This is an optimization exercise on Yosys and OpenROAD, whose aim is small area, not a production implementation.
The RTL was checked by simulation tests, not by an equivalence proof against the original design.
Power figures rest on the tool's default switching activity, not on a simulated workload.

File: design/flow/config.mk
export PLATFORM = sky130hd
export DESIGN_NAME = spi_denetleyici
export DESIGN_NICKNAME = spi_denetleyici
export VERILOG_FILES = /design/flow/design.v
export SDC_FILE = /design/flow/constraint.sdc
export NUM_CORES = 4
export LEC_CHECK = 0
export CAP_MARGIN = 5
export CORE_MARGIN = 2
export CORE_UTILIZATION = 40
export GPL_TIMING_DRIVEN = 0
export PLACE_DENSITY = 0.8
export SLEW_MARGIN = 5
export SYNTH_HIERARCHICAL = 1
File: design/flow/constraint.sdc
create_clock -name core_clock -period 8.0 [get_ports {clk_i}]
set_input_delay 1.6000 -clock core_clock [delete_from_list [all_inputs] [get_ports {clk_i}]]
set_output_delay 1.6000 -clock core_clock [all_outputs]
set_load 0.01 [all_outputs]
File: design/flow/design.v
`timescale 1ps / 1ps
module spi_denetleyici (
   input clk_i,
   input rst_i,
   input  [ 7:0] wb_adr_i,
   input  [31:0] wb_dat_i,
   input         wb_we_i,
   input         wb_stb_i,
   input  [ 3:0] wb_sel_i,
   input         wb_cyc_i,
   output        wb_ack_o,
   output [31:0] wb_dat_o,
   input  [3:0] qspi_data_i,
   output [3:0] qspi_data_o,
   output [3:0] qspi_data_oe,
   output spi_cs_o,
   output spi_sck_o
);
   localparam [1:0] S_IDLE = 2'd0, S_INST = 2'd1, S_DUMMY = 2'd2, S_DATA = 2'd3;
   reg [31:0] rf0, rf1, rf2, rf3, rf4, rf5, rf6, rf7, rf8, rf9;
   reg [1:0]  state;
   reg [3:0]  word_ctr;
   reg [10:0] bit_ctr;
   reg [31:0] t_buffer;
   reg [31:0] r_buffer;
   reg        ack;
   reg        inst_flag;
   reg        clock_en;
   reg [5:0]  prescale_ctr;
   wire [7:0] instruction_value = rf0[7:0];
   wire [1:0] data_mod = rf0[9:8];
   wire write_flash = rf0[10];
   wire [4:0] dummy_cycles = rf0[15:11];
   wire [8:0] data_size = rf0[24:16];
   wire [5:0] prescale = rf0[30:25];
   wire x4 = data_mod == 2'b11;
   wire x2 = data_mod == 2'b10;
   wire x1 = ~x4 & ~x2;
   wire idle = state == S_IDLE;
   wire st_inst = state == S_INST;
   wire st_dummy = state == S_DUMMY;
   wire st_data = state == S_DATA;
   wire nrst = ~rst_i;
   assign wb_ack_o = ack | (wb_stb_i & (wb_adr_i != 8'd0));
   always @(posedge clk_i) begin
      if (rst_i) begin
         prescale_ctr <= 6'd0;
         clock_en <= 1'b0;
      end else if (prescale_ctr < prescale) begin
         clock_en <= 1'b0;
         prescale_ctr <= prescale_ctr + 6'd1;
      end else begin
         clock_en <= 1'b1;
         prescale_ctr <= 6'd0;
      end
   end
   wire lo0 = bit_ctr[2:0] == 3'd0;
   wire hi0 = bit_ctr[10:3] == 8'h00;
   wire hi1 = bit_ctr[10:3] == 8'hff;
   wire bc_zero = hi0 & lo0;
   wire bc_one = hi0 & (bit_ctr[2:0] == 3'd1);
   wire d_end = hi1 & lo0;
   wire word_end = (bit_ctr[4:3] == 2'b11) & (bit_ctr[2:0] == {x4, x2, x1});
   wire adr0 = rf1 == 32'd0;
   wire dummy0 = dummy_cycles == 5'd0;
   wire start = clock_en & idle & wb_stb_i & inst_flag;
   wire inst_tick = clock_en & st_inst;
   wire inst_end = inst_tick & bc_one;
   wire dum_end = clock_en & st_dummy & bc_zero;
   wire enter = (inst_end & dummy0) | dum_end;
   wire data_tick = clock_en & st_data & ~d_end;
   wire data_end = clock_en & st_data & d_end;
   wire adv = data_tick & word_end;
   wire store = adv & ~write_flash;
   wire wload = enter | (adv & write_flash);
   wire bus_we = wb_we_i & idle;
   wire [2:0] bc_step = st_data ? {x4, x2, x1} : 3'd1;
   wire [10:0] bc_dec = bit_ctr - {8'd0, bc_step};
   always @(posedge clk_i) begin
      if (rst_i) begin
         state <= S_IDLE;
         word_ctr <= 4'd0;
         bit_ctr <= 11'd0;
         ack <= 1'b0;
         inst_flag <= 1'b0;
      end else begin
         if (bus_we & (wb_adr_i == 8'd0) & ~ack)
            inst_flag <= 1'b1;
         if (inst_tick)
            inst_flag <= 1'b0;
         if (clock_en & idle) ack <= 1'b0;
         if (data_end) ack <= 1'b1;
         if (start) word_ctr <= 4'd0;
         if (enter | adv) word_ctr <= word_ctr + 4'd1;
         if (start) state <= S_INST;
         if (inst_end) state <= dummy0 ? S_DATA : S_DUMMY;
         if (dum_end) state <= S_DATA;
         if (data_end) state <= S_IDLE;
         if (start) bit_ctr <= adr0 ? 11'd8 : 11'd32;
         else if (enter) bit_ctr <= {data_size[7:0], 3'b000};
         else if (inst_end) bit_ctr <= {6'd0, dummy_cycles};
         else if (inst_tick | (clock_en & st_dummy) | data_tick) bit_ctr <= bc_dec;
      end
   end
   wire [5:0] rd_idx = wb_adr_i[7:2];
   wire [9:0] rsel;      
   wire [9:0] wen;       
   wire [9:2] usel;      
   genvar g;
   generate
      for (g = 0; g < 10; g = g + 1) begin : dec
         assign rsel[g] = rd_idx == g;
         if (g == 0) begin : w0
            assign wen[g] = rst_i | (bus_we & rsel[g]);
         end else begin : wn
            assign wen[g] = rst_i | (bus_we & rsel[g]) | (store & (word_ctr == g - 1));
         end
         if (g >= 2) begin : u
            assign usel[g] = nrst & wload & (word_ctr == g - 2);
         end
      end
   endgenerate
   wire usel_i = nrst & start;
   wire [1:0] bl = bit_ctr[1:0];
   wire nib_last = x4 | (x2 & (bl == 2'd2)) | (x1 & (bl == 2'd1));
   wire t_sh4 = (inst_tick & (bl == 2'd1)) | (data_tick & write_flash & nib_last);
   wire h4 = nrst & ~wload & t_sh4;
   wire t_en = rst_i | start | t_sh4 | enter;
   wire rd_tick = data_tick & ~write_flash;
   wire r_en = rst_i | (rd_tick & nib_last);
   wire rs3_en = rd_tick & ~x4 & (bl == 2'd0);
   wire rs2_en = rd_tick & ((x1 & (bl == 2'd3)) | (x2 & (bl == 2'd0)));
   wire rs1_en = rd_tick & x1 & (bl == 2'd2);
   reg rs3, rs2, rs1;
   always @(posedge clk_i) begin
      if (rs3_en) rs3 <= x2 ? qspi_data_i[1] : qspi_data_i[0];
      if (rs2_en) rs2 <= qspi_data_i[0];
      if (rs1_en) rs1 <= qspi_data_i[0];
   end
   wire idle_nr = nrst & idle;
   wire busy_nr = nrst & ~idle;
   wire [31:0] iw = {instruction_value, rf1[23:0]};
   wire [31:0] wd;       
   wire [31:0] t_d;      
   wire [31:0] rdat;
   generate
      for (g = 0; g < 32; g = g + 1) begin : dp
         wire ra, rb, rc, rd;
         g_a222oi ra_i (.a1(rsel[0]), .a2(rf0[g]), .b1(rsel[1]), .b2(rf1[g]), .c1(rsel[2]), .c2(rf2[g]), .y(ra));
         g_a222oi rb_i (.a1(rsel[3]), .a2(rf3[g]), .b1(rsel[4]), .b2(rf4[g]), .c1(rsel[5]), .c2(rf5[g]), .y(rb));
         g_a222oi rc_i (.a1(rsel[6]), .a2(rf6[g]), .b1(rsel[7]), .b2(rf7[g]), .c1(rsel[8]), .c2(rf8[g]), .y(rc));
         g_nand2  rd_i (.a(rsel[9]), .b(rf9[g]), .y(rd));
         g_nand4  ro_i (.a(ra), .b(rb), .c(rc), .d(rd), .y(rdat[g]));
         wire ta, tb, tc, td;
         g_a222oi ta_i (.a1(usel[2]), .a2(rf2[g]), .b1(usel[3]), .b2(rf3[g]), .c1(usel[4]), .c2(rf4[g]), .y(ta));
         g_a222oi tb_i (.a1(usel[5]), .a2(rf5[g]), .b1(usel[6]), .b2(rf6[g]), .c1(usel[7]), .c2(rf7[g]), .y(tb));
         g_a222oi tc_i (.a1(usel[8]), .a2(rf8[g]), .b1(usel[9]), .b2(rf9[g]), .c1(usel_i), .c2(iw[g]), .y(tc));
         if (g >= 4) begin : sh4
            g_nand2 td_i (.a(h4), .b(t_buffer[g-4]), .y(td));
            g_nand4 to_i (.a(ta), .b(tb), .c(tc), .d(td), .y(t_d[g]));
            g_a22o wd_i (.a1(idle_nr), .a2(wb_dat_i[g]), .b1(busy_nr), .b2(r_buffer[g-4]), .y(wd[g]));
         end else begin : sh0
            g_nand3 to_i (.a(ta), .b(tb), .c(tc), .y(t_d[g]));
         end
      end
   endgenerate
   assign wd[3] = (idle_nr & wb_dat_i[3]) | (busy_nr & (x4 ? qspi_data_i[3] : rs3));
   assign wd[2] = (idle_nr & wb_dat_i[2]) | (busy_nr & (x4 ? qspi_data_i[2] : rs2));
   assign wd[1] = (idle_nr & wb_dat_i[1]) | (busy_nr & (x1 ? rs1 : qspi_data_i[1]));
   assign wd[0] = (idle_nr & wb_dat_i[0]) | (busy_nr & qspi_data_i[0]);
   assign wb_dat_o = rdat;
   always @(posedge clk_i) begin
      if (wen[0]) rf0 <= wd;
      if (wen[1]) rf1 <= wd;
      if (wen[2]) rf2 <= wd;
      if (wen[3]) rf3 <= wd;
      if (wen[4]) rf4 <= wd;
      if (wen[5]) rf5 <= wd;
      if (wen[6]) rf6 <= wd;
      if (wen[7]) rf7 <= wd;
      if (wen[8]) rf8 <= wd;
      if (wen[9]) rf9 <= wd;
      if (r_en) r_buffer <= wd;
      if (t_en) t_buffer <= t_d;
   end
   wire [1:0] out_mod = (st_dummy | st_data) ? (write_flash ? data_mod : 2'b00) : 2'b01;
   wire om1 = out_mod == 2'b01;
   wire om2 = out_mod == 2'b10;
   wire om3 = out_mod == 2'b11;
   reg x1_bit;
   always @(*)
      case (bl)
         2'd0: x1_bit = t_buffer[31];
         2'd3: x1_bit = t_buffer[30];
         2'd2: x1_bit = t_buffer[29];
         default: x1_bit = t_buffer[28];
      endcase
   assign qspi_data_o[0] = (om1 & x1_bit) | (om3 & t_buffer[28]);
   assign qspi_data_o[1] = om3 & t_buffer[29];
   assign qspi_data_o[2] = (om3 & t_buffer[30]) | (om2 & (bl[1] ? t_buffer[28] : t_buffer[30]));
   assign qspi_data_o[3] = (om3 & t_buffer[31]) | (om2 & (bl[1] ? t_buffer[29] : t_buffer[31]));
   assign qspi_data_oe = out_mod == 2'b11 ? 4'b1111 :
                         out_mod == 2'b10 ? 4'b1100 :
                         out_mod == 2'b01 ? 4'b0001 : 4'b0000;
   assign spi_cs_o = idle;
   assign spi_sck_o = ~idle & ((prescale == 6'd0) | clock_en);
endmodule
module g_a222oi (input a1, input a2, input b1, input b2, input c1, input c2, output y);
   assign y = ~((a1 & a2) | (b1 & b2) | (c1 & c2));
endmodule
module g_a22oi (input a1, input a2, input b1, input b2, output y);
   assign y = ~((a1 & a2) | (b1 & b2));
endmodule
module g_a22o (input a1, input a2, input b1, input b2, output y);
   assign y = (a1 & a2) | (b1 & b2);
endmodule
module g_nand2 (input a, input b, output y);
   assign y = ~(a & b);
endmodule
module g_nand3 (input a, input b, input c, output y);
   assign y = ~(a & b & c);
endmodule
module g_nand4 (input a, input b, input c, input d, output y);
   assign y = ~(a & b & c & d);
endmodule
File: design/flow/flow/run.sh
#!/bin/bash
set -e
export BUFFER_PORTS_ARGS="-buffer_cell sky130_fd_sc_hd__buf_1"
export CTS_ARGS="-sink_clustering_enable -repair_clock_nets -dont_use_dummy_load -buf_list sky130_fd_sc_hd__clkbuf_8 -sink_clustering_size 16 -sink_clustering_max_diameter 60"
bash standard.sh > standard.log 2>&1
File: design/flow/standard.sh
#!/bin/bash
# synth_recipe.tcl (not shown) runs the flow's synth.tcl, then flattens the netlist and writes it again
# the make line also repeats each setting of config.mk as NAME=value (left out here)
make -C /OpenROAD-flow-scripts/flow DESIGN_CONFIG=/design/flow/config.mk WORK_HOME=/design/flow/orfs CLKGATE_MAP_FILE= SYNTH_SCRIPT=/design/flow/synth_recipe.tcl "${@:-finish}"
==> impl_metrics.py, run 1 <==
metrics = {
    "routing": {
        "post_drt_wl_per_cell_um": 31.0,
        "wirelength_um": 54900,
        "vias": 12900,
        "vias_per_cell": 7.28,
        "drc": 0,
        "dr.pass1.iters": 14,
        "antenna_left": 0,
        "drt_iter0_markers": 3275,
    },
    "floorplan": {
        "pin_count": 96,
        "core-area_um2": 41700,
        "initial_core_util_pct": 40.3,
        "die_w_um": 209,
        "core.rowCount": 75,
        "die_area_um2": 43700,
        "fp.dieH_um": 209,
    },
    "final_layout": {
        "final_common_cell": "edfxtp_1",
        "stdcell_count": 1773,
        "synthToLayoutAreaGrowth_pct": 13.7,
        "nets": 1303,
        "diodes": 0,
        "drive_gt1_share_pct": 10.3,
        "fin_area_um2": 19100,
        "final_cell_mix": "383 x edfxtp_1, 192 x a222oi_1, 87 x nand2_1, 87 x buf_1, 64 x nand4_1",
    },
    "yosys": {
        "synth_cell_types": 59,
        "syn_nets": 1142,
        "synth-edff-count": 383,
        "postSynthAreaPerCell_um2": 15.6,
        "syn_area_um2": 16800,
        "async_flop_share_pct": 0,
        "yosysWarnings": 7,
        "synthFlopType": "edfxtp_1",
        "synth_seq_area_share_pct": 71.5,
        "syn_inst": 1075,
        "synth-seq-cells": 409,
    },
    "critical_path": {
        "crit_arrival_ns": 4.13,
        "worst-setup-path-type": "primary input to output port",
        "cp_slowest_cell": "or4b_2",
        "crit_required_ns": 6.40,
        "crit_fanout": 10,
        "crit_buf_inv": 4,
        "worstPathCellList": "buf_1, or4b_2, nor3_2, buf_6, buf_8, a222oi_1, nand4_1, buf_1",
        "max_stage_delay_ns": 0.81,
        "path_delay_family": "simple AND/OR/NAND/NOR gates",
        "crit_top_cell": "buf_1",
        "start_kind": "primary input",
        "end_kind": "output port",
    },
    "clock_tree": {
        "clkLatencyLatePin_ns": 0.63,
        "cts_resized": 0,
        "htree_num_levels": 1,
        "clk_path_buf_depth": 3,
        "cts-root-buf": "clkbuf_8",
        "clkTransAtPathRegs_ns": 0.10,
        "cts.sinks": 409,
        "post_cts_buffers": 0,
        "hold_buffers": 0,
        "cts_tree": "yes",
        "cts_made_buffers": 29,
    },
    "global_route": {
        "grt_pass1_vias": 12500,
        "grt_use_total_pct": 24.4,
        "grt_pass1_wl_um": 79500,
        "globalRouteOverflowTotal": 0,
        "grt_max_degree": 33,
        "antenna_found_initial": 0,
    },
    "pwr": {
        "pwr_density_cell_nw_per_um2": 193,
        "ir_drop_v": 0.000130,
        "leakagePower_uw": 0.00624,
    },
    "sta": {
        "setup_viol": 0,
        "drv_slew": 0,
        "hold_viol_final": 0,
        "setup_tns_ns": 0,
        "fin_ws_ns": 2.27,
        "period_needed_ns": 5.73,
        "max_freq_ghz": 0.175,
        "worst_slew_pin_slew_ns": 1.43,
        "period_share_pct": 71.6,
        "skew_ns": 0.0436,
        "rsz0062_at_grt": "no",
        "relSlewSlack_pct": 4.95,
    },
    "status": {
        "outcome": "timing/DRC/antenna clean",
    },
    "hold_path": {
        "hp-class": "flip-flop to flip-flop",
    },
    "placed_design": {
        "placed_cells": 1744,
        "gp_congestion": 0.846,
        "place_ws_ns": 2.39,
        "place_hpwl_um": 35700,
        "portBuffers": 87,
        "placed_cell_area_um2": 18700,
    },
    "job": {
        "drv_cap": 0,
    },
}
==> logic make-up after synthesis <==
kind of cell / after synthesis / synth area share, %
adder cells (fa/ha/maj): 14 / 1.09
XOR/XNOR: 11 / 0.573
flip-flops: 409 / 71.5
multiplexers: 6 / 0.439
AND/OR/NAND/NOR: 302 / 9.38
buffers and inverters: 38 / 0.953
AO/OA/AOI/OAI: 295 / 16.0
==> area by class of cell <==
cell class	count	area, µm²
repair buffers	130	1100
multi-input cells	628	4760
clock buffers	29	399
flip-flops and latches	409	12000
plain buffers	23	104
well taps	539	674
inverters	15	56.3
fillers	3563	22600
==> layer usage <==
layer / global-route usage, % / wire [µm]
met5: 0 / 0
met4: 10.7 / 3020
met3: 8.07 / 10700
met2: 35.5 / 23000
met1: 33.4 / 18200
==> synthesized netlist by cell type (2+ instances only) <==
library cell	count	area, µm²
nor3b_1	2	15.0
or2_2	4	25.0
buf_2	2	10.0
nor2_1	43	161
a211oi_1	5	37.5
a221o_1	8	80.1
a31oi_1	7	43.8
nand3b_1	5	37.5
a21o_1	4	30.0
mux2i_1	4	40.0
a222oi_1	192	1920
nand2b_1	9	56.3
clkbuf_1	18	67.6
nand2_1	87	327
a311oi_1	2	17.5
nand3_1	20	100
a21oi_2	2	17.5
ha_1	13	163
and2_1	10	62.6
a21oi_1	14	70.1
nor4_2	2	25.0
dfxtp_1	26	521
nand4b_1	2	17.5
or4_1	5	37.5
o21a_1	3	22.5
nor2b_1	6	37.5
edfxtp_1	383	11500
xnor2_1	6	52.6
nor3_1	16	80.1
xor2_1	5	43.8
or3b_1	2	17.5
a2bb2oi_1	2	17.5
nand4_1	64	400
inv_1	15	56.3
o21ai_0	14	70.1
a22o_1	31	272
nor4_1	11	68.8
and3_1	2	12.5
buf_4	2	15.0
or3_1	8	50.1
==> path summary, 6_finish.rpt <==
check | from | to | slack [ns] | cells after the start
max | wb_adr_i[4] | wb_dat_o[11] | 2.27 | 8
min | prescale_ctr[0]$_SDFF_PP0_ | prescale_ctr[0]$_SDFF_PP0_ | 0.47 | 1
max reg2reg | rf0[11]$_DFFE_PP_ | t_buffer[28]$_DFFE_PP_ | 4.04 | 8
min reg2reg | prescale_ctr[0]$_SDFF_PP0_ | prescale_ctr[0]$_SDFF_PP0_ | 0.47 | 1
==> state kept, by name, summed over array words and instances (netlist names), 11 cells and up <==
signal	flops
bit_ctr	11
r_buffer	28
rf0	32
rf1	32
rf2	32
rf3	32
rf4	32
rf5	32
rf6	32
rf7	32
rf8	32
rf9	32
t_buffer	32
==> through the flow <==
stage / utilization (%) / hold WS (ns) / power (µW)
2_1_floorplan: - / 0.425 / 2660
3_3_place_gp: 42.7 / 0.443 / 2760
3_5_place_dp: 44.9 / 0.451 / 2790
4_1_cts: 45.9 / 0.474 / 3670
5_1_grt: 45.9 / 0.491 / 3780
6_report: 45.9 / 0.471 / 3690
==> Yosys stat by module, one instance, submodules excluded <==
| module | cells | times used | flops+latches | area, µm² |
|---|---|---|---|---|
| spi_denetleyici | 731 | 1 | 409 | 14000 |
| g_a222oi | 1 | 192 | 0 | 10.0 |
| g_a22o | 1 | 28 | 0 | 8.76 |
| g_nand4 | 1 | 60 | 0 | 6.26 |
| g_nand3 | 1 | 4 | 0 | 5.00 |
| g_nand2 | 1 | 60 | 0 | 3.75 |
==> report_power, final <==
group	switching [µW]	internal [µW]
Combinational	148	57.9
Sequential	77.5	2470
Clock	608	323
==> run 2, diff against run 1 <==
--- a/design/flow/config.mk
+++ b/design/flow/config.mk
@@ -9,4 +9,3 @@
 export CORE_MARGIN = 2
-export CORE_UTILIZATION = 40
-export GPL_TIMING_DRIVEN = 0
+export CORE_UTILIZATION = 55
 export PLACE_DENSITY = 0.8
==> run 2 against run 1 <==
Compared with the run above: cell count fell by 9.9%; combinational power shrank 12%; wire length fell by 5.4%; die area fell by 27%; via count decreased by 3.4%; worst setup slack worse by 0.30 ns; still clean; clock power rose by 0.9%; core utilization rose by 14 points; synthesized cell count unchanged; design area down 4.6%.
==> impl_metrics.py, run 2 <==
metrics = {
    "final_layout": {
        "fillerInstances": 2240,
        "final_cell_mix": "383 x edfxtp_1, 192 x a222oi_1, 90 x buf_1",
        "stdcell_count": 1597,
        "final_common_cell": "edfxtp_1",
        "synthToLayoutAreaGrowth_pct": 8.46,
        "nets": 1270,
        "drive_gt1_share_pct": 8.24,
        "diodes": 0,
        "post-route-util_pct": 60.1,
    },
    "placed_design": {
        "gp_congestion": 0.876,
        "place_hpwl_um": 28900,
        "place_ws_ns": 2.12,
        "placed_cells": 1567,
        "portBuffers": 90,
    },
    "floorplan": {
        "initial_core_util_pct": 55.4,
        "core.rowCount": 64,
        "die_w_um": 179,
        "die_area_um2": 32000,
        "core-area_um2": 30300,
        "fp.dieH_um": 179,
        "pin_count": 96,
    },
    "critical_path": {
        "max_stage_delay_ns": 0.79,
        "path_delay_family": "simple AND/OR/NAND/NOR gates",
        "crit_required_ns": 6.40,
        "crit_top_cell": "buf_1",
        "worstPathCellList": "buf_1, or4b_2, nor3_2, buf_4, a222oi_1, nand4_1, buf_1",
        "cp-startpoint": "wb_adr_i[4]",
        "cp_slowest_cell": "nor3_2",
        "end_kind": "output port",
        "r2r_start": "rf0[11]$_DFFE_PP_",
        "crit_arrival_ns": 4.43,
        "worst-setup-path-type": "primary input to output port",
        "crit_fanout": 24,
        "crit_buf_inv": 3,
        "start_kind": "primary input",
    },
    "clock_tree": {
        "post_cts_buffers": 0,
        "htree_num_levels": 1,
        "cts_resized": 0,
        "clk_path_buf_depth": 3,
        "clkLatencyLatePin_ns": 0.62,
        "cts.sinks": 409,
        "cts-root-buf": "clkbuf_8",
        "hold_buffers": 0,
        "cts_tree": "yes",
        "clkTransAtPathRegs_ns": 0.09,
        "cts_made_buffers": 30,
    },
    "routing": {
        "wirelength_um": 51900,
        "vias": 12500,
        "drc": 0,
        "drt_iter0_markers": 2724,
        "vias_per_cell": 7.82,
        "post_drt_wl_per_cell_um": 32.5,
        "dr.pass1.iters": 11,
        "antenna_left": 0,
    },
    "pwr": {
        "p_sw_share_pct": 22.3,
        "seq_power_share_pct": 69.5,
        "p_comb_share_pct": 4.9,
        "pwr_density_cell_nw_per_um2": 202,
        "internal_power_uw": 2850,
        "clkPwrFrac_pct": 25.6,
        "ir_drop_v": 0.000177,
        "netSwitchingPower_uw": 821,
        "power.total_uw": 3670,
        "leakagePower_uw": 0.00599,
    },
    "global_route": {
        "grt_max_degree": 37,
        "grt_pass1_wl_um": 74500,
        "grt_pass1_vias": 12100,
        "globalRouteOverflowTotal": 0,
        "grt_use_total_pct": 32.2,
        "antenna_found_initial": 0,
    },
    "sta": {
        "fin_ws_ns": 1.97,
        "worst_slew_pin_slew_ns": 1.32,
        "relSlewSlack_pct": 12.2,
        "max_freq_ghz": 0.166,
        "drv_slew": 0,
        "hold_viol_final": 0,
        "rsz0062_at_grt": "no",
        "period_share_pct": 75.3,
        "setup_viol": 0,
        "period_needed_ns": 6.03,
        "setup_tns_ns": 0,
        "skew_ns": 0.0446,
    },
    "yosys": {
        "postSynthAreaPerCell_um2": 15.6,
        "synthFlopType": "edfxtp_1",
        "yosysWarnings": 7,
        "syn_nets": 1142,
        "syn_inst": 1075,
        "async_flop_share_pct": 0,
        "synth-seq-cells": 409,
        "synth-edff-count": 383,
        "synth_seq_area_share_pct": 71.5,
        "yosys-top-cells-count": "383 x edfxtp_1, 192 x a222oi_1, 87 x nand2_1, 64 x nand4_1, 43 x nor2_1",
        "yosys-top-cells-area": "edfxtp_1 68%, a222oi_1 11%, dfxtp_1 3.1%",
        "synth_top_area_share_pct": 68.4,
        "syn_area_um2": 16800,
        "synth_cell_types": 59,
        "synth.most_common_cell": "edfxtp_1",
        "synth_largest_area_cell": "edfxtp_1",
    },
    "status": {
        "outcome": "timing/DRC/antenna clean",
    },
    "hold_path": {
        "holdCritStartpoint": "inst_flag$_SDFFE_PP0P_",
        "hp-class": "flip-flop to flip-flop",
    },
    "job": {
        "drv_cap": 0,
    },
}
run 2: cell count changes in the layout (fill, tap and decap cells not counted), moves of 3 or more:
| cell | previous run | this run |
|---|---|---|
| and2_1 | 2 | 9 |
| nor2_2 | 0 | 10 |
| buf_12 | 18 | 0 |
| buf_4 | 10 | 29 |
| buf_1 | 87 | 90 |
| buf_16 | 9 | 0 |
| nor2_4 | 10 | 0 |
| buf_8 | 3 | 0 |
| and2_2 | 8 | 1 |
| clkbuf_1 | 18 | 0 |
| buf_6 | 6 | 0 |
run 2: worst paths after layout:
check / slack [ns] / endpoint / depth (start not counted)
worst max register to register: 3.76 / t_buffer[30]$_DFFE_PP_ / 8
worst max-delay path: 1.97 / wb_dat_o[17] / 7
worst min register to register: 0.48 / inst_flag$_SDFFE_PP0P_ / 1
worst min-delay path: 0.48 / inst_flag$_SDFFE_PP0P_ / 1
run 2: cells by family (layout without fill, tap and decap cells):
group                      Yosys count  after routing  share of synthesized area [%]
adders and majority gates           14             14                           1.09
buffers and inverters               38            164                          0.953
muxes                                6              6                          0.439
xor gates and xnor gates            11             11                          0.573
and+or+nand+nor                    302            302                           9.38
DFF                                409            409                           71.5
AOI/OAI and AO/OA                  295            295                           16.0
run 2: modules after synthesis, one instance, submodules excluded:
module / area [µm²] / copies in the design / cells inside
spi_denetleyici: 14000 / 1 / 731
g_nand2: 3.75 / 60 / 1
g_nand3: 5.00 / 4 / 1
g_nand4: 6.26 / 60 / 1
g_a222oi: 10.0 / 192 / 1
g_a22o: 8.76 / 28 / 1
run 2: cell type report:
cell class | instances | area [µm²] | area share (%)
flip-flops and latches | 409 | 12000 | 66.0
clock buffers | 30 | 413 | 2.27
multi-input cells | 628 | 4690 | 25.7
well taps | 396 | 495 | 2.72
inverters | 15 | 56.3 | 0.309
repair buffers | 119 | 556 | 3.05
run 2: power by group through the flow:
stage | registers [µW] | logic (µW) | clock network [µW]
floorplan | 2560 | 97.3 | 0
global placement | 2590 | 170 | 0
detailed placement | 2600 | 174 | 0
CTS | 2550 | 174 | 945
global route | 2560 | 187 | 1020
finish | 2550 | 181 | 940
run 2: metrics by stage:
step | hold WS, ns | cell area (µm²)
2_1_floorplan | 0.425 | 16800
3_3_place_gp | 0.445 | 17800
3_5_place_dp | 0.458 | 17800
4_1_cts | 0.480 | 18200
5_1_grt | 0.508 | 18200
6_report | 0.479 | 18200
run 2: layer usage:
layer	share of wire, %	wire length [µm]	vias up	GRT usage (%)
met4	5.1	2670	0	15.1
met5	0	0	-	0
met2	43	22400	1333	48.6
met3	19	9780	234	9.12
met1	33	17100	5868	43.5
li1	-	-	5046	-
==> run 3, diff against run 2 <==
--- a/design/flow/config.mk
+++ b/design/flow/config.mk
@@ -9,3 +9,3 @@
 export CORE_MARGIN = 2
-export CORE_UTILIZATION = 55
+export CORE_UTILIZATION = 40
 export PLACE_DENSITY = 0.8
==> run 3 against run 2 <==
Compared with the run above: still clean; first-iteration DRC count up 21%; power down 0.20%; wire length up 1.4%; global-route usage down 8.9 points; maximum frequency up 0.50%; critical path depth unchanged; non-clock buffer count down 2; sequential share of layout area down 0.55 points; critical path type unchanged.
==> impl_metrics.py, run 3 <==
metrics = {
    "status": {
        "outcome": "timing/DRC/antenna clean",
    },
    "clock_tree": {
        "clkLatencyLatePin_ns": 0.63,
        "cts_made_buffers": 29,
        "htree_num_levels": 1,
        "cts-root-buf": "clkbuf_8",
        "cts_resized": 0,
        "clkTransAtPathRegs_ns": 0.10,
        "post_cts_buffers": 0,
        "cts.sinks": 409,
        "hold_buffers": 0,
        "clk_path_buf_depth": 3,
        "cts_tree": "yes",
    },
    "floorplan": {
        "initial_core_util_pct": 40.3,
        "die_w_um": 209,
        "core.rowCount": 75,
        "core-area_um2": 41700,
        "pin_count": 96,
        "fp.dieH_um": 209,
        "die_area_um2": 43700,
    },
    "pwr": {
        "leakagePower_uw": 0.00598,
        "ir_drop_v": 0.000133,
        "pwr_density_cell_nw_per_um2": 200,
    },
    "sta": {
        "setup_tns_ns": 0,
        "worst_slew_pin_slew_ns": 1.26,
        "skew_ns": 0.0571,
        "drv_slew": 0,
        "max_freq_ghz": 0.167,
        "setup_viol": 0,
        "period_needed_ns": 6.00,
        "hold_viol_final": 0,
        "period_share_pct": 75.0,
        "relSlewSlack_pct": 16.3,
        "rsz0062_at_grt": "no",
        "fin_ws_ns": 2.00,
    },
    "placed_design": {
        "portBuffers": 90,
        "place_ws_ns": 2.14,
        "gp_congestion": 0.856,
        "placed_cell_area_um2": 18000,
        "place_hpwl_um": 29700,
    },
    "critical_path": {
        "cp_slowest_cell": "nor3_4",
        "crit_top_cell": "buf_1",
        "crit_fanout": 18,
        "reg2reg_slack_ns": 3.73,
        "end_kind": "output port",
        "start_kind": "primary input",
        "crit_required_ns": 6.40,
        "worstPathCellList": "buf_1, or4b_2, nor3_4, buf_4, a222oi_1, nand4_1, buf_1",
        "max_stage_delay_ns": 0.85,
        "worst-setup-path-type": "primary input to output port",
        "crit_arrival_ns": 4.40,
    },
    "hold_path": {
        "hp-class": "flip-flop to flip-flop",
    },
    "routing": {
        "drc": 0,
        "wirelength_um": 52700,
        "vias_per_cell": 7.16,
        "post_drt_wl_per_cell_um": 30.3,
        "drt_iter0_markers": 3292,
        "antenna_left": 0,
        "vias": 12400,
        "dr.pass1.iters": 10,
    },
    "final_layout": {
        "diodes": 0,
        "post-route-util_pct": 44.1,
        "drive_gt1_share_pct": 8.01,
        "nets": 1267,
        "final_common_cell": "edfxtp_1",
        "fillerInstances": 3639,
        "final_cell_mix": "383 x edfxtp_1, 192 x a222oi_1, 90 x buf_1",
        "synthToLayoutAreaGrowth_pct": 9.37,
        "fin_area_um2": 18400,
    },
    "yosys": {
        "async_flop_share_pct": 0,
        "synth.most_common_cell": "edfxtp_1",
        "yosys-top-cells-count": "383 x edfxtp_1, 192 x a222oi_1, 87 x nand2_1, 64 x nand4_1, 43 x nor2_1",
        "syn_area_um2": 16800,
        "yosysWarnings": 7,
        "synthFlopType": "edfxtp_1",
        "postSynthAreaPerCell_um2": 15.6,
        "synth-seq-cells": 409,
        "syn_inst": 1075,
        "yosys-top-cells-area": "edfxtp_1 68%, a222oi_1 11%, dfxtp_1 3.1%",
        "syn_nets": 1142,
        "synth_cell_types": 59,
        "synth_largest_area_cell": "edfxtp_1",
        "synth-edff-count": 383,
        "synth_top_area_share_pct": 68.4,
        "synth_seq_area_share_pct": 71.5,
    },
    "global_route": {
        "grt_pass1_vias": 12000,
        "top_usage_layer": "met2",
        "grt_pass1_wl_um": 76300,
        "antenna_found_initial": 0,
        "globalRouteOverflowTotal": 0,
        "grt_use_total_pct": 23.3,
        "met1_usage_pct": 31.8,
        "grt_max_degree": 37,
        "met2_usage_pct": 33.8,
        "use_met3_pct": 8.46,
    },
    "job": {
        "drv_cap": 0,
    },
}
[run 3: cell types whose count changed in the layout (fill, tap and decap cells not counted)]
cell / before / now
nor3_4: 0 / 1
nor3_2: 3 / 2
clkbuf_8: 30 / 29
buf_4: 29 / 27
a21oi_2: 3 / 2
and2_2: 1 / 2
and2_1: 9 / 8
a21oi_1: 13 / 14
[run 3: layout make-up]
type / count / area, µm² / area share (%)
well taps: 539 / 674 / 3.67
clock buffers: 29 / 399 / 2.17
repair buffers: 117 / 541 / 2.94
inverters: 15 / 56.3 / 0.306
multi-input cells: 628 / 4690 / 25.5
flip-flops and latches: 409 / 12000 / 65.4
[run 3: kinds of logic after synthesis]
| logic type | share of synthesized area (%) |
|---|---|
| xor+xnor | 0.573 |
| simple gates | 9.38 |
| flops | 71.5 |
| fa+ha+maj | 1.09 |
| buf+inv | 0.953 |
| compound gates | 16.0 |
| mux | 0.439 |
[run 3: per-layer routing]
layer	share of wire, %	wire, µm
met1	34	17900
met2	42	22200
met3	19	10200
met4	4.6	2440
met5	0	0
[run 3: worst paths after layout]
path,startpoint,end,cells after the start
worst max-delay path,wb_adr_i[4],wb_dat_o[31],7
worst min-delay path,inst_flag$_SDFFE_PP0P_,inst_flag$_SDFFE_PP0P_,1
worst max register to register,rf0[11]$_DFFE_PP_,t_buffer[28]$_DFFE_PP_,9
worst min register to register,inst_flag$_SDFFE_PP0P_,inst_flag$_SDFFE_PP0P_,1
[run 3: power breakdown]
| group | internal [µW] | switching, µW |
|---|---|---|
| sequential | 2480 | 78.1 |
| combinational | 43.0 | 138 |
| clock | 324 | 608 |
| total | 2840 | 824 |
[run 3: worst max-delay path, delay by kind of cell]
family,cells,cell delay [ns]
AOI/OAI and AO/OA,1,0.16
buffers and inverters,3,0.74
and+or+nand+nor,3,1.88
[run 3: stage by stage]
step / hold WS [ns] / std cells / total power [µW]
final: 0.483 / 1737 / 3670
after global routing: 0.517 / 1737 / 3760
after CTS: 0.486 / 1737 / 3660
after detailed placement: 0.463 / 1708 / 2770
after global placement: 0.444 / 1708 / 2760
after floorplan: 0.425 / 1075 / 2660
[run 3: per-module statistics from Yosys (local to each module, per instance)]
module,flip-flops and latches,cells,area (µm²),times used
g_a222oi,0,1,10.0,192
g_a22o,0,1,8.76,28
g_nand2,0,1,3.75,60
g_nand3,0,1,5.00,4
g_nand4,0,1,6.26,60
spi_denetleyici,409,731,14000,1
==> run 4, diff against run 3 <==
--- a/design/flow/config.mk
+++ b/design/flow/config.mk
@@ -10,3 +10,3 @@
 export CORE_UTILIZATION = 40
-export PLACE_DENSITY = 0.8
+export PLACE_DENSITY = 0.85
 export SLEW_MARGIN = 5
==> run 4 against run 3 <==
Compared with the run above: core utilization barely moved; design area barely moved; critical path depth stayed put; flip-flop and latch count is the same; sequential power barely moved; register-to-register slack worse by 0.21 ns; clock-buffer cell count is the same; still clean.
==> impl_metrics.py, run 4 <==
metrics = {
    "status": {
        "outcome": "timing/DRC/antenna clean",
    },
    "yosys": {
        "synth_top_family_by_area": "compound AO/OA/AOI/OAI gates",
        "synth_seq_area_share_pct": 71.5,
        "synth-seq-cells": 409,
        "synth.most_common_cell": "edfxtp_1",
        "syn_nets": 1142,
        "synth-xor-area-share_pct": 0.573,
        "synth_cell_types": 59,
        "synth_top_area_share_pct": 68.4,
        "syn_area_um2": 16800,
        "synth_compound_area_share_pct": 16.0,
        "synthFlopType": "edfxtp_1",
        "postSynthAreaPerCell_um2": 15.6,
        "synth_mux_area_share_pct": 0.439,
        "synth_largest_area_cell": "edfxtp_1",
        "synth-simple-area-share_pct": 9.38,
        "synth-edff-count": 383,
        "yosysWarnings": 7,
        "yosys-top-cells-area": "edfxtp_1 68%, a222oi_1 11%, dfxtp_1 3.1%",
        "async_flop_share_pct": 0,
        "syn_inst": 1075,
        "synthAdderAreaFrac_pct": 1.09,
        "yosys-top-cells-count": "383 x edfxtp_1, 192 x a222oi_1, 87 x nand2_1, 64 x nand4_1, 43 x nor2_1",
    },
    "floorplan": {
        "core.rowCount": 75,
        "fp.dieH_um": 209,
        "die_w_um": 209,
        "core-area_um2": 41700,
        "pin_count": 96,
        "initial_core_util_pct": 40.3,
        "die_area_um2": 43700,
    },
    "clock_tree": {
        "cts_made_buffers": 29,
        "cts_tree": "yes",
        "hold_buffers": 0,
        "htree_num_levels": 1,
        "clkTransAtPathRegs_ns": 0.10,
        "cts-root-buf": "clkbuf_8",
        "cts_resized": 0,
        "cts.sinks": 409,
        "post_cts_buffers": 0,
        "clkLatencyLatePin_ns": 0.63,
        "clk_path_buf_depth": 3,
    },
    "critical_path": {
        "start_kind": "primary input",
        "end_kind": "output port",
        "worst-setup-path-type": "primary input to output port",
        "r2r.worst_path.cells": 9,
        "crit_required_ns": 6.40,
        "crit_fanout": 26,
        "crit_arrival_ns": 3.87,
    },
    "global_route": {
        "grt_pass1_wl_um": 76300,
        "grt_use_total_pct": 23.3,
        "antenna_found_initial": 0,
        "grt_max_degree": 37,
        "globalRouteOverflowTotal": 0,
        "grt_pass1_vias": 12200,
    },
    "pwr": {
        "pwr_density_cell_nw_per_um2": 199,
        "p_comb_share_pct": 5.0,
        "ir_drop_v": 0.000131,
        "netSwitchingPower_uw": 821,
        "clkPwrFrac_pct": 25.3,
        "internal_power_uw": 2840,
        "leakagePower_uw": 0.00597,
        "seq_power_share_pct": 69.8,
        "p_sw_share_pct": 22.4,
    },
    "routing": {
        "post_drt_wl_per_cell_um": 30.6,
        "wirelength_um": 53100,
        "vias": 12700,
        "dr.pass1.iters": 13,
        "drt_iter0_markers": 3577,
        "vias_per_cell": 7.29,
        "drc": 0,
        "antenna_left": 0,
    },
    "final_layout": {
        "nets": 1267,
        "synthToLayoutAreaGrowth_pct": 9.34,
        "final_common_cell": "edfxtp_1",
        "final_cell_mix": "383 x edfxtp_1, 192 x a222oi_1, 90 x buf_1",
        "diodes": 0,
        "fin_area_um2": 18400,
        "drive_gt1_share_pct": 8.10,
    },
    "sta": {
        "skew_ns": 0.0404,
        "max_freq_ghz": 0.183,
        "rsz0062_at_grt": "no",
        "relSlewSlack_pct": 13.4,
        "worst_slew_pin_slew_ns": 1.30,
        "setup_viol": 0,
        "setup_tns_ns": 0,
        "drv_slew": 0,
        "hold_viol_final": 0,
        "period_needed_ns": 5.47,
        "period_share_pct": 68.4,
    },
    "placed_design": {
        "place_hpwl_um": 30700,
        "placed_cell_area_um2": 18000,
        "portBuffers": 90,
        "gp_congestion": 0.877,
    },
    "hold_path": {
        "hp-class": "flip-flop to flip-flop",
        "holdPathStages": 1,
    },
    "job": {
        "drv_cap": 0,
    },
}
## run 4: metrics by stage
step | util, % | worst slack, ns | power [µW] | hold slack, ns | std cells
after floorplan | - | 1.96 | 2660 | 0.425 | 1075
after global placement | 43.1 | 2.77 | 2760 | 0.447 | 1708
after detailed placement | 43.1 | 2.68 | 2770 | 0.454 | 1708
after CTS | 44.1 | 2.68 | 3650 | 0.477 | 1737
after global routing | 44.1 | 2.53 | 3750 | 0.504 | 1737
final | 44.1 | 2.53 | 3660 | 0.480 | 1737
## run 4: per-layer routing
metal	global-route usage, %	routed length (µm)
met5	0	0
met4	10.3	2870
met3	8.43	10500
met2	35.1	22700
met1	30.4	17000
## run 4: power groups by stage
| stage | clock, µW | combinational (µW) | sequential, µW |
|---|---|---|---|
| 6_report | 926 | 183 | 2560 |
| 5_1_grt | 993 | 189 | 2560 |
| 4_1_cts | 923 | 176 | 2550 |
| 3_5_place_dp | 0 | 175 | 2600 |
| 3_3_place_gp | 0 | 170 | 2590 |
| 2_1_floorplan | 0 | 97.3 | 2560 |
## run 4: path summary, 6_finish.rpt
kind	start	to	slack [ns]
worst max register to register	rf0[11]$_DFFE_PP_	t_buffer[31]$_DFFE_PP_	3.52
worst max-delay path	wb_adr_i[2]	wb_dat_o[21]	2.53
worst min register to register	prescale_ctr[0]$_SDFF_PP0_	prescale_ctr[0]$_SDFF_PP0_	0.48
worst min-delay path	prescale_ctr[0]$_SDFF_PP0_	prescale_ctr[0]$_SDFF_PP0_	0.48
## run 4: layout make-up
cell class                 count  area [µm²]
tap                          539         674
sequential                   409       12000
fill                        3614       23300
inverter                      15        56.3
timing repair buffer         117         541
multi-input combinational    628        4680
clock buffer                  29         399
## run 4: modules after synthesis (local to each module, per instance)
module / copies in the design / flops+latches
g_a222oi: 192 / 0
g_a22o: 28 / 0
g_nand2: 60 / 0
g_nand3: 4 / 0
g_nand4: 60 / 0
spi_denetleyici: 1 / 409
## run 4: cells by family (layout without fill, tap and decap cells)
family / count (synthesis) / in the layout
buf+inv: 38 / 161
xor+xnor: 11 / 11
mux: 6 / 6
simple gates: 302 / 302
flops: 409 / 409
compound gates: 295 / 295
fa+ha+maj: 14 / 14
## run 4: worst max-delay path: stages
cell	delay, ns
buf_1	0.40
nand2b_1	0.25
nor2_2	0.44
buf_4	0.56
a222oi_1	0.20
nand4_1	0.20
buf_1	0.19

==> separate check: timing with driven ports <==
How much do the figures lean on ideal ports? The routed layouts below were timed once more, with nothing changed but the port constraints.
Step 1: set_driving_cell puts a clkbuf_16 on clk_i and a buf_2 on each other input, an assumption about the parent block.
Step 2 adds t to the input delays and takes it off the output delays; t is the mean of the earliest and latest rising clock arrival at the registers after step 1. Input paths then give back, and output paths get back, about the clock's delay inside the block.
Slacks: no drivers / after step 1 / after step 2; pairs: no drivers / after step 1.
| run | t, ns | setup WS [ns] | worst setup path after step 2 |
|---|---|---|---|
| run 1 | 0.655 | 2.270 / 2.245 / 2.245 | input to output |
| run 2 | 0.643 | 1.973 / 1.952 / 1.952 | input to output |
| run 3 | 0.645 | 2.003 / 1.981 / 1.981 | input to output |
| run 4 | 0.650 | 2.527 / 2.455 / 2.455 | input to output |
After both steps every run listed still meets setup and hold. For run 4, which loses most, drivers alone change the setup slack by -0.072 ns; drivers and shift together by -0.072 ns.
